What follows belongs to an exercise in optimizing a design on an open flow for small area and a short achievable clock period; a production flow would make more cautious choices. RTL that was checked went through simulation tests only; none was proved equivalent to the original. No activity file was given, so power comes from the tool's default toggle rates.

== rev 12 ==
==> flow/design.v <==
module CPU (clk, input_8bit, output_8bit, cmd_addr, cmd_8bit, rst);
  input  wire       clk;
  input  wire       rst;
  input  wire [7:0] input_8bit;
  input  wire [7:0] cmd_8bit;
  output wire [7:0] output_8bit;
  output reg  [7:0] cmd_addr;
  reg [7:0] r0, r1, r2, r3, r4, r5;
  reg [7:0] f;
  reg       boot;
  wire [1:0] op = cmd_8bit[7:6];
  wire [2:0] s  = cmd_8bit[5:3];
  wire [2:0] d  = cmd_8bit[2:0];
  wire is_imm = (op == 2'b00);
  wire is_cal = (op == 2'b01);
  wire is_cpy = (op == 2'b10);
  wire is_cnd = (op == 2'b11);
  wire [7:0] bus = ({8{s == 3'd0}} & r0)
                 | ({8{s == 3'd1}} & r1)
                 | ({8{s == 3'd2}} & r2)
                 | ({8{s == 3'd3}} & r3)
                 | ({8{s == 3'd4}} & r4)
                 | ({8{s == 3'd5}} & r5)
                 | ({8{s == 3'd6}} & input_8bit);
  wire out_en = is_cpy & (d == 3'd6) & ~rst;
  assign output_8bit = {8{out_en}} & bus;
  wire [7:0] b   = r2 ^ {8{d[0]}};
  wire [7:0] sum = r1 + b + {7'd0, d[0]};
  wire [7:0] g   = r1 & r2;
  wire [7:0] o   = r1 | r2;
  wire [7:0] lg  = (d[0] ? g : o) ^ {8{d[0] ^ d[1]}};
  wire [7:0] alu = d[2] ? (d[1] ? 8'd0 : sum) : lg;
  wire z = (r3 == 8'd0);
  wire n = r3[7];
  wire t = d[2] ^ (d[0] & z | d[1] & n);
  wire jump = is_cnd & t;
  wire [7:0] r0_in = {8{~rst}} & (is_imm ? cmd_8bit : bus);
  wire [7:0] r3_in = {8{~rst}} & (is_cal ? alu : bus);
  wire [7:0] rx_in = {8{~rst}} & bus;
  wire we0 = rst | is_imm | (is_cpy & d == 3'd0);
  wire we1 = rst | (is_cpy & d == 3'd1);
  wire we2 = rst | (is_cpy & d == 3'd2);
  wire we3 = rst | is_cal | (is_cpy & d == 3'd3);
  wire we4 = rst | (is_cpy & d == 3'd4);
  wire we5 = rst | (is_cpy & d == 3'd5);
  always @(posedge clk) begin
    if (we0) r0 <= r0_in;
    if (we1) r1 <= rx_in;
    if (we2) r2 <= rx_in;
    if (we3) r3 <= r3_in;
    if (we4) r4 <= rx_in;
    if (we5) r5 <= rx_in;
  end
  always @(posedge clk) begin
    if (rst) begin
      cmd_addr <= 8'd0;
      f        <= 8'd0;
      boot     <= 1'b1;
    end else begin
      cmd_addr <= f;
      f        <= jump ? r0 : f + {7'd0, ~boot};
      boot     <= 1'b0;
    end
  end
endmodule
Settings: LEC_CHECK=0, CAP_MARGIN=20, CORE_MARGIN=2, CORE_UTILIZATION=40, SETUP_SLACK_MARGIN=2.5, SLEW_MARGIN=20; clock period 6.0 ns.
standard.sh (not shown) runs the stock make flow with config.mk's settings and CLKGATE_MAP_FILE= SYNTH_SCRIPT=/design/flow/synth_recipe.tcl, a recipe that flattens the netlist after the stock synthesis.
==> flow/flow/run.sh <==
#!/bin/bash
# Own layout flow: the standard ORFS flow, with two changes:
#  - synthesis is the standard flow's synthesis script unchanged except for the abc script
#    (flow/abc.script, an area-oriented mapping); registers are mapped by the
#    same dfflibmap step before abc, so their names and cells are unchanged;
#  - port buffers are sky130_fd_sc_hd__buf_2 instead of buffer_ports' default.
# Every tool's output goes to a log file in the work folder (and ORFS's own
# per-step logs under orfs/logs).
set -euo pipefail
W=$(pwd)
sed 's#log_cmd abc {\*}\$abc_args#log_cmd abc -script '"$W"'/flow/abc.script {*}[lrange $abc_args 2 end]#' \
  "$FLOW_HOME/scripts/synth.tcl" > "$W/my_synth.tcl"
grep -q 'flow/abc.script' "$W/my_synth.tcl"
sed "s#source \$::env(SCRIPTS_DIR)/synth.tcl#source $W/my_synth.tcl#" "$W/synth_recipe.tcl" > "$W/my_synth_recipe.tcl"
grep -q 'my_synth.tcl' "$W/my_synth_recipe.tcl"
sed "s#SYNTH_SCRIPT=[^ ]*#SYNTH_SCRIPT=$W/my_synth_recipe.tcl#" "$W/standard.sh" > "$W/my_standard.sh"
grep -q 'my_synth_recipe.tcl' "$W/my_standard.sh"
bash "$W/my_standard.sh" "BUFFER_PORTS_ARGS=-buffer_cell sky130_fd_sc_hd__buf_2" finish > "$W/flow.log" 2>&1
==> flow/flow/abc.script <==
strash
&get -n
&dch
&nf -R 1000 -p
&put
[inputs] rev 13 vs rev 12
==> flow/design.v <==
module CPU (clk, input_8bit, output_8bit, cmd_addr, cmd_8bit, rst);
  input  wire       clk;
  input  wire       rst;
  input  wire [7:0] input_8bit;
  input  wire [7:0] cmd_8bit;
  output wire [7:0] output_8bit;
  output reg  [7:0] cmd_addr;
  reg [7:0] r0, r1, r2, r3, r4, r5;
  reg [7:0] f;
  reg       boot;
  wire [1:0] op = cmd_8bit[7:6];
  wire [2:0] s  = cmd_8bit[5:3];
  wire [2:0] d  = cmd_8bit[2:0];
  wire is_imm = (op == 2'b00);
  wire is_cal = (op == 2'b01);
  wire is_cpy = (op == 2'b10);
  wire is_cnd = (op == 2'b11);
  wire cp = is_cpy & ~rst;
  wire [7:0] bus = ({8{cp & (s == 3'd0)}} & r0)
                 | ({8{cp & (s == 3'd1)}} & r1)
                 | ({8{cp & (s == 3'd2)}} & r2)
                 | ({8{cp & (s == 3'd3)}} & r3)
                 | ({8{cp & (s == 3'd4)}} & r4)
                 | ({8{cp & (s == 3'd5)}} & r5)
                 | ({8{cp & (s == 3'd6)}} & input_8bit);
  assign output_8bit = {8{d == 3'd6}} & bus;
  wire       ca  = is_cal & ~rst;
  wire [7:0] b   = r2 ^ {8{d[0]}};
  wire [7:0] sum = r1 + b + {7'd0, d[0]};
  wire [7:0] g   = r1 & r2;
  wire [7:0] o   = r1 | r2;
  wire [7:0] alu = ({8{ca & (d == 3'd0)}} & o)
                 | ({8{ca & (d == 3'd1)}} & ~g)
                 | ({8{ca & (d == 3'd2)}} & ~o)
                 | ({8{ca & (d == 3'd3)}} & g)
                 | ({8{ca & (d[2:1] == 2'b10)}} & sum);
  wire z = (r3 == 8'd0);
  wire n = r3[7];
  wire t = d[2] ^ (d[0] & z | d[1] & n);
  wire jump = is_cnd & t;
  wire [7:0] r0_in = bus | ({8{is_imm & ~rst}} & cmd_8bit);
  wire [7:0] r3_in = bus | alu;
  wire we0 = rst | is_imm | (is_cpy & d == 3'd0);
  wire we1 = rst | (is_cpy & d == 3'd1);
  wire we2 = rst | (is_cpy & d == 3'd2);
  wire we3 = rst | is_cal | (is_cpy & d == 3'd3);
  wire we4 = rst | (is_cpy & d == 3'd4);
  wire we5 = rst | (is_cpy & d == 3'd5);
  always @(posedge clk) begin
    if (we0) r0 <= r0_in;
    if (we1) r1 <= bus;
    if (we2) r2 <= bus;
    if (we3) r3 <= r3_in;
    if (we4) r4 <= bus;
    if (we5) r5 <= bus;
  end
  always @(posedge clk) begin
    if (rst) begin
      cmd_addr <= 8'd0;
      f        <= 8'd0;
      boot     <= 1'b1;
    end else begin
      cmd_addr <= f;
      f        <= jump ? r0 : f + {7'd0, ~boot};
      boot     <= 1'b0;
    end
  end
endmodule
Notes after the runs:
Rev 13 against rev 12: final core area utilization now larger, largest clock skew in the final design comparable.
From rev 12 to rev 13 the numbers moved as follows: cell area after synthesis lower, row count dropped about 3%, share of the yosys chip area belonging to registers +0.69 points, switching power summed over all nets lower.
Sequential share of layout area: rev 13 < rev 12
Rev 13 has number of distinct standard cells referenced by the synthesized netlist below what rev 12 had.
[compare] base=rev 12 new=rev 13: setup slack fell by 0.29 ns, area share of and/or/nand/nor cells after synthesis climbed 4.7 points.
Max number of buffers inserted by post-CTS setup repair across rev 13 and rev 12: rev 13
Compared with rev 12, rev 13 is more frugal on power.
No run of this note included a check of the RTL's function; only the layout flow was run.

---

Another version of the RTL of CPU (not shown whole).
Size in the first run: about 290 cells after synthesis, about 65 flip-flops, roughly 34 I/O pins, about 3400 um2 of cells after synthesis.
## CPU
module CPU (clk, input_8bit, output_8bit, cmd_addr, cmd_8bit, rst);
  input  wire       clk;
  input  wire       rst;
  input  wire [7:0] input_8bit;
  input  wire [7:0] cmd_8bit;
  output wire [7:0] output_8bit;
  output reg  [7:0] cmd_addr;
  reg [7:0] r0, r1, r2, r3, r4, r5;
  reg [7:0] f;
  reg       boot;
  wire [1:0] op = cmd_8bit[7:6];
  wire [2:0] s  = cmd_8bit[5:3];
  wire [2:0] d  = cmd_8bit[2:0];
  wire is_imm = (op == 2'b00);
  wire is_cal = (op == 2'b01);
  wire is_cpy = (op == 2'b10);
  wire is_cnd = (op == 2'b11);
  wire [7:0] m0  = s[1] ? (s[0] ? r3 : r2) : (s[0] ? r1 : r0);
  wire [7:0] m1  = s[1] ? (s[0] ? 8'd0 : input_8bit) : (s[0] ? r5 : r4);
  wire [7:0] bus = s[2] ? m1 : m0;
  wire out_en = is_cpy & (d == 3'd6) & ~rst;
  assign output_8bit = {8{out_en}} & bus;
  wire [7:0] b   = r2 ^ {8{d[0]}};
  wire [7:0] sum = r1 + b + {7'd0, d[0]};
  wire [7:0] g   = r1 & r2;
  wire [7:0] o   = r1 | r2;
  wire [7:0] lg  = (d[0] ? g : o) ^ {8{d[0] ^ d[1]}};
  wire [7:0] alu = d[2] ? (d[1] ? 8'd0 : sum) : lg;
  wire z = (r3 == 8'd0);
  wire n = r3[7];
  wire t = d[2] ^ (d[0] & z | d[1] & n);
  wire jump = is_cnd & t;
  wire [7:0] r0_in = {8{~rst}} & (is_imm ? cmd_8bit : bus);
  wire [7:0] r3_in = {8{~rst}} & (is_cal ? alu : bus);
  wire [7:0] rx_in = {8{~rst}} & bus;
  wire we0 = rst | is_imm | (is_cpy & d == 3'd0);
  ...
==> module CPU, before the edit <==
module CPU (clk, input_8bit, output_8bit, cmd_addr, cmd_8bit, rst);
  input  wire       clk;
  input  wire       rst;
  input  wire [7:0] input_8bit;
  input  wire [7:0] cmd_8bit;
  output wire [7:0] output_8bit;
  output reg  [7:0] cmd_addr;
  reg [7:0] r0, r1, r2, r3, r4, r5;
  reg [7:0] f;
  reg       boot;
  wire [1:0] op = cmd_8bit[7:6];
  wire [2:0] s  = cmd_8bit[5:3];
  wire [2:0] d  = cmd_8bit[2:0];
  wire is_imm = (op == 2'b00);
  wire is_cal = (op == 2'b01);
  wire is_cpy = (op == 2'b10);
  wire is_cnd = (op == 2'b11);
  wire [7:0] m0  = s[1] ? (s[0] ? r3 : r2) : (s[0] ? r1 : r0);
  wire [7:0] m1  = s[1] ? (s[0] ? 8'd0 : input_8bit) : (s[0] ? r5 : r4);
  wire [7:0] bus = s[2] ? m1 : m0;
  wire out_en = is_cpy & (d == 3'd6) & ~rst;
  assign output_8bit = {8{out_en}} & bus;
  wire [7:0] b   = r2 ^ {8{d[0]}};
  wire [7:0] sum = r1 + b + {7'd0, d[0]};
  wire [7:0] g   = r1 & r2;
  wire [7:0] o   = r1 | r2;
  wire [7:0] lg  = (d[0] ? g : o) ^ {8{d[0] ^ d[1]}};
  wire [7:0] alu = d[2] ? (d[1] ? 8'd0 : sum) : lg;
  wire z = (r3 == 8'd0);
  wire n = r3[7];
  wire t = d[2] ^ (d[0] & z | d[1] & n);
  wire jump = is_cnd & t;
  wire [7:0] r0_in = {8{~rst}} & (is_imm ? cmd_8bit : bus);
  wire [7:0] r3_in = {8{~rst}} & (is_cal ? alu : bus);
  wire [7:0] rx_in = {8{~rst}} & bus;
  wire we0 = rst | is_imm | (is_cpy & d == 3'd0);
  wire we1 = rst | (is_cpy & d == 3'd1);
  wire we2 = rst | (is_cpy & d == 3'd2);
  wire we3 = rst | is_cal | (is_cpy & d == 3'd3);
  wire we4 = rst | (is_cpy & d == 3'd4);
  wire we5 = rst | (is_cpy & d == 3'd5);
  always @(posedge clk) begin
    if (we0) r0 <= r0_in;
    if (we1) r1 <= rx_in;
    if (we2) r2 <= rx_in;
    if (we3) r3 <= r3_in;
    if (we4) r4 <= rx_in;
    if (we5) r5 <= rx_in;
  end
  always @(posedge clk) begin
    if (rst) begin
      cmd_addr <= 8'd0;
      f        <= 8'd0;
      boot     <= 1'b1;
    end else begin
      cmd_addr <= f;
      f        <= jump ? r0 : f + {7'd0, ~boot};
      boot     <= 1'b0;
    end
  end
endmodule
==> flow/config.mk <==
export PLATFORM = sky130hd
export DESIGN_NAME = CPU
export DESIGN_NICKNAME = CPU
export VERILOG_FILES = /design/flow/design.v
export SDC_FILE = /design/flow/constraint.sdc
export NUM_CORES = 4
export LEC_CHECK = 0
export CAP_MARGIN = 20
export CORE_MARGIN = 2
export CORE_UTILIZATION = 40
export SETUP_SLACK_MARGIN = 2.5
export SLEW_MARGIN = 20
==> flow/constraint.sdc <==
create_clock -name core_clock -period 6.0 [get_ports {clk}]
set_input_delay 1.2000 -clock core_clock [delete_from_list [all_inputs] [get_ports {clk}]]
set_output_delay 1.2000 -clock core_clock [all_outputs]
set_load 0.01 [all_outputs]
Scripts as last shown in full above: flow/flow/run.sh, flow/flow/abc.script
==> next run, changes <==
--- a/flow/design.v
+++ b/flow/design.v
@@ -16,7 +16,16 @@
   wire is_cpy = (op == 2'b10);
   wire is_cnd = (op == 2'b11);
-  wire [7:0] m0  = s[1] ? (s[0] ? r3 : r2) : (s[0] ? r1 : r0);
-  wire [7:0] m1  = s[1] ? (s[0] ? 8'd0 : input_8bit) : (s[0] ? r5 : r4);
-  wire [7:0] bus = s[2] ? m1 : m0;
+  wire [7:0] sel;
+  genvar k;
+  generate
+    for (k = 0; k < 8; k = k + 1) begin : dec
+      assign sel[k] = (s == k);
+    end
+  endgenerate
+  wire [7:0] x01 = ({8{sel[0]}} & r0) | ({8{sel[1]}} & r1);
+  wire [7:0] x23 = ({8{sel[2]}} & r2) | ({8{sel[3]}} & r3);
+  wire [7:0] x45 = ({8{sel[4]}} & r4) | ({8{sel[5]}} & r5);
+  wire [7:0] x6  = ({8{sel[6]}} & input_8bit);
+  wire [7:0] bus = x01 | x23 | x45 | x6;
   wire out_en = is_cpy & (d == 3'd6) & ~rst;
   assign output_8bit = {8{out_en}} & bus;
Result: The new run ran to the end with no violations; sequential power hardly moves; setup slack degrades by 200 ps; final cell count came out higher slightly; via count came out higher by a few percent; count of clock-buffer cells in the layout came out lower by 1.
Only the layout flow was run in the second run of this note; the RTL was not checked for function there.

==> re-timing with driven ports <==
How much do the figures lean on ideal ports? The routed layouts below were timed once more, with nothing changed but the port constraints.
Step 1, drivers: a clkbuf_16 drives clk and a buf_2 each remaining input, both assumed.
Step 2 times the ports against the registers' clock, not the clock port: input delays grow and output delays shrink by t, the midpoint of the rising clock arrivals with the driver on.
Three values: ideal, step 1, step 2; two values: the first two.
run	t, ns	setup WS [ns]	clock arrival spread, ns
rev 12	0.369	2.253 / 2.207 / 2.207	0.006 / 0.007
rev 13	0.368	1.961 / 1.869 / 1.869	0.007 / 0.007
the first run of note 2	0.373	2.526 / 2.358 / 2.264	0.009 / 0.009
the second run of note 2	0.373	2.329 / 2.278 / 2.278	0.010 / 0.010
After both steps every run listed still meets setup and hold. For the first run of note 2, which loses most, drivers alone change the setup slack by -0.168 ns; drivers and shift together by -0.262 ns.
